This design comes from an exercise in tuning for small area and a short achievable clock period on the open sky130 flow, not from production work.
Only simulation tests tie the RTL to the original design; equivalence was not proved.

xenon:
==> flow/design.v (excerpt) <==
module test_dsp #(parameter width_in1=26, parameter width_in2=14, parameter width_out=40) (
    input clk_i,
    input signed [width_in1:0] a_i,
    input signed [width_in2:0] b_i,
    input signed [width_out:0] pd_pattern1,
    output signed [width_out:0] c_o,
    output reg ones_o
);
export LEC_CHECK = 0
export CAP_MARGIN = 20
export CORE_MARGIN = 2
export CORE_UTILIZATION = 60
export SETUP_SLACK_MARGIN = 3.0
export SLEW_MARGIN = 20
create_clock -name core_clock -period 6.5 [get_ports {clk_i}]
standard.sh (not shown) runs the stock make flow with config.mk's settings and CLKGATE_MAP_FILE= SYNTH_SCRIPT=/design/flow/synth_recipe.tcl, a recipe that flattens the netlist after the stock synthesis.
==> flow/flow/run.sh <==
#!/bin/bash
# Standard ORFS layout, with one extra step between synthesis and floorplan:
# flow/polarity.py removes the polarity inverters that Yosys's full-adder
# extraction leaves between adder cells (full adders are self-dual), and
# swaps gates for their complement cells where that saves an inverter.
# Registers and ports are untouched.
set -euo pipefail
cd "$(dirname "$0")/.."
W=$(pwd)
R=$W/orfs/results/${FLOW_PLATFORM}/test_dsp/base
LIB=${FLOW_HOME}/platforms/${FLOW_PLATFORM}/lib/sky130_fd_sc_hd__tt_025C_1v80.lib
bash standard.sh synth > "$W/run_synth.log" 2>&1
cp "$R/1_2_yosys.v" "$W/1_2_yosys.standard.v"
python3 flow/polarity.py "$LIB" "$W/1_2_yosys.standard.v" "$R/1_2_yosys.v" > "$W/run_polarity.log" 2>&1
rm -f "$R/1_synth.odb" "$R/1_synth.sdc"
bash standard.sh finish > "$W/run_layout.log" 2>&1
Other scripts of this flow, unchanged in this note and not shown: flow/flow/polarity.py
xenon has completed all stages; timing, DRC and antenna checks passed.
--- input diff xenon..raven ---
- setting ABC_AREA to 1 for the first time
- setting CTS_BUF_LIST to sky130_fd_sc_hd__clkbuf_4 sky130_fd_sc_hd__clkbuf_8 for the first time
diff --git a/flow/flow/run.sh b/flow/flow/run.sh
--- a/flow/flow/run.sh
+++ b/flow/flow/run.sh
@@ -10,4 +10,6 @@
 R=$W/orfs/results/${FLOW_PLATFORM}/test_dsp/base
 LIB=${FLOW_HOME}/platforms/${FLOW_PLATFORM}/lib/sky130_fd_sc_hd__tt_025C_1v80.lib
+# port buffers: a real buffer cell (buffer_ports otherwise picks a delay cell)
+export BUFFER_PORTS_ARGS="-buffer_cell sky130_fd_sc_hd__buf_2"
 bash standard.sh synth > "$W/run_synth.log" 2>&1
 cp "$R/1_2_yosys.v" "$W/1_2_yosys.standard.v"
--- outcome ---
r1_c21_3$_DFF_P_ as the timing endpoint of the critical path was reported by raven, and prod_r[32]$_DFF_P_ by xenon.
Of raven and xenon, xenon shows the higher number of diodes added for antenna fixing, with raven below it.
Going from xenon to raven, mean cell area of the mapped netlist decreased by 0.96 um^2 relative to the old numbers; total length of routed wires now sits higher; global-route wire length before repair shows an increase of 1.8%.
diff inputs: raven => pepper
- removing CTS_BUF_LIST (formerly sky130_fd_sc_hd__clkbuf_4 sky130_fd_sc_hd__clkbuf_8)
- changing SETUP_SLACK_MARGIN from 3.0 to 3.2
- changing CORE_UTILIZATION from 60 to 75
- removing ABC_AREA (formerly 1)
diff --git a/flow/flow/run.sh b/flow/flow/run.sh
--- a/flow/flow/run.sh
+++ b/flow/flow/run.sh
@@ -10,6 +10,4 @@
 R=$W/orfs/results/${FLOW_PLATFORM}/test_dsp/base
 LIB=${FLOW_HOME}/platforms/${FLOW_PLATFORM}/lib/sky130_fd_sc_hd__tt_025C_1v80.lib
-# port buffers: a real buffer cell (buffer_ports otherwise picks a delay cell)
-export BUFFER_PORTS_ARGS="-buffer_cell sky130_fd_sc_hd__buf_2"
 bash standard.sh synth > "$W/run_synth.log" 2>&1
 cp "$R/1_2_yosys.v" "$W/1_2_yosys.standard.v"
==> comparison <==
- Maximum fanout along the worst path on pepper is down relative to raven.
- Looking at total detailed-routing wirelength, pepper sits above raven.
- Of raven and pepper, pepper shows the higher hold slack, with raven below it.
Inputs modified between pepper and violet:
- changing CORE_UTILIZATION from 75 to 60
- setting ABC_AREA to 1 for the first time
diff --git a/flow/flow/run.sh b/flow/flow/run.sh
--- a/flow/flow/run.sh
+++ b/flow/flow/run.sh
@@ -10,4 +10,6 @@
 R=$W/orfs/results/${FLOW_PLATFORM}/test_dsp/base
 LIB=${FLOW_HOME}/platforms/${FLOW_PLATFORM}/lib/sky130_fd_sc_hd__tt_025C_1v80.lib
+# port buffers: a real buffer cell (buffer_ports otherwise picks a delay cell)
+export BUFFER_PORTS_ARGS="-buffer_cell sky130_fd_sc_hd__buf_4"
 bash standard.sh synth > "$W/run_synth.log" 2>&1
 cp "$R/1_2_yosys.v" "$W/1_2_yosys.standard.v"
Notes after the runs:
Having completed the whole flow, violet delivered a layout that passed the timing, design-rule and antenna checks.
Final weighted congestion in routability-driven placement came out higher on violet than on pepper.
The number of tap instances reported for violet is greater than that of pepper by 99.
Between violet and pepper, the worst hold slack figures differ only marginally.
Between pepper and violet, the cell count went up.
Count of clock-buffer cells in the layout for violet: 2 up relative to pepper
Busiest layer in global routing: met2 -> pepper, met1 -> violet
Sort pepper and violet by max-slew headroom at the worst pin, descending, and violet comes first.
Setup changes, violet to sierra
- SETUP_SLACK_MARGIN changed from 3.2 to 3.0
## What came out
- Every run in the comparison, violet and sierra, completed the flow with a clean layout.
- Status: insertion delay to the later sink of the worst-skew pair parity (sierra, violet)
- Compare violet and sierra | proportion of layout cells with a drive suffix above 1 higher: violet
- Side by side, fraction of area in registers turned out higher in sierra than in violet.
- Of violet and sierra, the higher cell count belongs to violet.

run a:
test_dsp again, from the RTL that the note above started with.
export LEC_CHECK = 0
export ABC_AREA = 1
export CAP_MARGIN = 20
export CORE_MARGIN = 2
export CORE_UTILIZATION = 60
export SETUP_SLACK_MARGIN = 3.0
export SLEW_MARGIN = 20
create_clock -name core_clock -period 6.5 [get_ports {clk_i}]
==> flow/flow/run.sh <==
#!/bin/bash
# Standard ORFS layout, with one extra step between synthesis and floorplan:
# flow/polarity.py removes the polarity inverters that Yosys's full-adder
# extraction leaves between adder cells (full adders are self-dual), and
# swaps gates for their complement cells where that saves an inverter.
# Registers and ports are untouched.
set -euo pipefail
cd "$(dirname "$0")/.."
W=$(pwd)
R=$W/orfs/results/${FLOW_PLATFORM}/test_dsp/base
LIB=${FLOW_HOME}/platforms/${FLOW_PLATFORM}/lib/sky130_fd_sc_hd__tt_025C_1v80.lib
bash standard.sh synth > "$W/run_synth.log" 2>&1
cp "$R/1_2_yosys.v" "$W/1_2_yosys.standard.v"
python3 flow/polarity.py "$LIB" "$W/1_2_yosys.standard.v" "$R/1_2_yosys.v" > "$W/run_polarity.log" 2>&1
rm -f "$R/1_synth.odb" "$R/1_synth.sdc"
bash standard.sh finish > "$W/run_layout.log" 2>&1
Other scripts of this flow, unchanged in this note and not shown: flow/flow/polarity.py
Run a completed end to end with timing, DRC and antenna clean.
Setup changes, run a to run b
- changing SETUP_SLACK_MARGIN from 3.0 to 3.5
diff --git a/flow/flow/run.sh b/flow/flow/run.sh
--- a/flow/flow/run.sh
+++ b/flow/flow/run.sh
@@ -11,0 +12,2 @@
+# port buffers: a real buffer cell (buffer_ports otherwise picks a delay cell)
+export BUFFER_PORTS_ARGS="-buffer_cell sky130_fd_sc_hd__buf_4"
--- outcome ---
The final setup slack of the worst path number comes out higher for run b vs run a.
Between run a and run b, design area increased.
The lower count of placed standard cells in the final layout, fillers left out came out of run a.
Comparing run a and run b, the higher share of the clock period used by the worst path is on run a.
Run b vs run a, peak-usage layer in the global routing report: met2 vs met1
Summary of run b over run a: total placed instance area went up about 1.5%; core utilization went up 5.4 points; clock period minus final worst setup slack went down 360 ps.

ember:
Another version of the RTL of test_dsp (not shown whole).
Size: roughly 1,500 cells after synthesis, about 130 I/O pins.
Settings: LEC_CHECK=0, ABC_AREA=1, CAP_MARGIN=20, CORE_MARGIN=2, CORE_UTILIZATION=60, SETUP_SLACK_MARGIN=3.3, SLEW_MARGIN=20; clock period 6.5 ns.
==> flow/flow/run.sh <==
#!/bin/bash
# Standard ORFS layout, with one extra step between synthesis and floorplan:
# flow/polarity.py removes the polarity inverters that Yosys's full-adder
# extraction leaves between adder cells (full adders are self-dual), and
# swaps gates for their complement cells where that saves an inverter.
# Registers and ports are untouched.
set -euo pipefail
cd "$(dirname "$0")/.."
W=$(pwd)
R=$W/orfs/results/${FLOW_PLATFORM}/test_dsp/base
LIB=${FLOW_HOME}/platforms/${FLOW_PLATFORM}/lib/sky130_fd_sc_hd__tt_025C_1v80.lib
# port buffers: a real buffer cell (buffer_ports otherwise picks a delay cell)
export BUFFER_PORTS_ARGS="-buffer_cell sky130_fd_sc_hd__buf_2"
bash standard.sh synth > "$W/run_synth.log" 2>&1
cp "$R/1_2_yosys.v" "$W/1_2_yosys.standard.v"
python3 flow/polarity.py "$LIB" "$W/1_2_yosys.standard.v" "$R/1_2_yosys.v" > "$W/run_polarity.log" 2>&1
rm -f "$R/1_synth.odb" "$R/1_synth.sdc"
bash standard.sh finish > "$W/run_layout.log" 2>&1
Other scripts of this flow, unchanged in this note and not shown: flow/flow/polarity.py
Changes in tundra relative to ember:
Settings: CAP_MARGIN: 20 -> 5; CORE_UTILIZATION: 60 -> 50; SLEW_MARGIN: 20 -> 5.
[summary]
ember vs tundra, endpoint of the worst setup timing path: r1_c12_2$_DFF_P_ vs prod_r[32]$_DFF_P_. Die area | tundra > ember. Comparing ember against tundra, there is no change at all in number of CTS-inserted buffers. The setup slack of tundra exceeds that of ember by 59 ps. tundra vs. ember: number of clock sinks closely matched the old numbers, final-layout clock buffer total increased 2, horizontal extent of the die picked up an extra 15 µm, ratio of final minimum period to clock period now sits lower.
Edits applied to the flow inputs when going from tundra to indigo:
Settings: CAP_MARGIN now 20, was 5; SLEW_MARGIN now 20, was 5; SETUP_SLACK_MARGIN now 3.4, was 3.3; CORE_UTILIZATION now 60, was 50.
Summary: with tundra as the reference, final cell count in indigo moved down by a few percent. Cell area after layout for indigo is higher than for tundra. In the flow results for tundra and indigo, the count of buffers added by post-CTS timing repair for setup is larger on indigo. The launching instance or port of the critical path comes out r1_c13_4$_DFF_P_ in one run and r1_c13_3$_DFF_P_ in the other, namely in indigo and tundra respectively. tundra → indigo: utilization went up, final worst hold slack went down, setup slack of the worst register-to-register path went up.
### indigo -> quartz
Settings: changing CORE_UTILIZATION from 60 to 40; changing SETUP_SLACK_MARGIN from 3.4 to 3.3.
--- outcome ---
- Diff indigo -> quartz: total non-filler cell area in the finished layout neither gained nor lost much, clock period minus final worst setup slack went up 45 ps, via count went down by 44.
- The sequential share of layout area was comparable across quartz and indigo.
- End of the critical path = prod_r[32]$_DFF_P_: indigo; end of the critical path = r1_c23_3$_DFF_P_: quartz
- Looking only at placed wire-length estimate, and setting everything else aside, the higher value of quartz and indigo goes to quartz.
The following lists how harbor was set up differently from quartz:
Settings: swapping 40 for 50 in CORE_UTILIZATION.
[summary]
- harbor finished every step from synthesis to the final layout, and the layout passed the timing, design-rule and antenna checks.
- Wire length of the first global-routing pass went down by a few percent going from quartz to harbor.
- The higher post-cts gate resize count came out of quartz.
- Number of signal-net inverters in the final layout of harbor falls short of that of quartz slightly.
- Looking at worst setup slack across harbor and quartz, the one that comes out lower is quartz.
- Compared with quartz, harbor instantiates a smaller number of standard cells.
- Relative to quartz, clock period minus final worst setup slack has gone down in harbor.
- harbor against quartz: worst relative slew slack rose by 1.2 points; core utilization rose by 12 points; number of well taps fell by 24%.
Modified inputs, fjord compared to harbor
Settings: SETUP_SLACK_MARGIN: 3.3 -> 3.4.
Findings:
| placed instance count | fjord vs harbor | ≈ equal |. Compared with harbor, in fjord non-clock buffering overhead in the final layout moved up; met1 routing resource usage after global routing moved up. Comparing the two runs side by side, fjord comes out ahead of harbor on hold slack. Per the comparison of fjord with harbor, area added between synthesis and finish moved up, wire length per cell climbed 1.3%, row count closely matched the old numbers, initial DRC count increased about 2%.

-- static timing again, ports no longer ideal --
How much do the figures lean on ideal ports? The routed layouts below were timed once more, with nothing changed but the port constraints. Step 1 sets driving cells, clkbuf_16 on the clock port and buf_2 on the other inputs (assumed; they add their load-dependent delay and slew). Step 2 also shifts input and output timing later by t, the mid clock arrival at the registers, as if the neighbouring blocks saw the same clock. a / b / c = no drivers / after step 1 / after step 2; a / b = the first two.
run	shift t [ns]	setup slack, ns	worst setup path at the end	latest minus earliest clock arrival (ns)	slew at the worst register clock pin (ns)
xenon	0.597	2.778 / 2.778 / 2.471	input to register	0.013 / 0.013	0.06 / 0.06
raven	0.586	3.050 / 3.078 / 2.492	input to register	0.018 / 0.018	0.07 / 0.07
pepper	0.613	2.474 / 2.474 / 2.474	register to register	0.018 / 0.017	0.07 / 0.07
violet	0.588	3.243 / 3.254 / 2.666	input to register	0.019 / 0.018	0.07 / 0.07
sierra	0.588	3.117 / 3.119 / 2.541	input to register	0.017 / 0.016	0.07 / 0.07
run a	0.575	2.986 / 3.017 / 2.442	input to register	0.013 / 0.013	0.06 / 0.06
run b	0.600	3.350 / 3.197 / 2.597	input to register	0.022 / 0.022	0.07 / 0.07
ember	0.572	3.305 / 3.284 / 2.712	input to register	0.016 / 0.016	0.06 / 0.06
tundra	0.585	3.363 / 3.361 / 2.775	input to register	0.010 / 0.011	0.06 / 0.06
indigo	0.579	3.392 / 3.392 / 2.834	input to register	0.014 / 0.014	0.06 / 0.06
quartz	0.614	3.347 / 3.352 / 2.738	input to register	0.021 / 0.022	0.07 / 0.07
harbor	0.585	3.363 / 3.361 / 2.775	input to register	0.010 / 0.011	0.06 / 0.06
fjord	0.587	3.411 / 3.411 / 2.839	input to register	0.011 / 0.011	0.06 / 0.06
After both steps every run listed still meets setup and hold. The setup slack of run b, which loses most, moves by -0.153 ns with the drivers and by -0.753 ns with both steps.
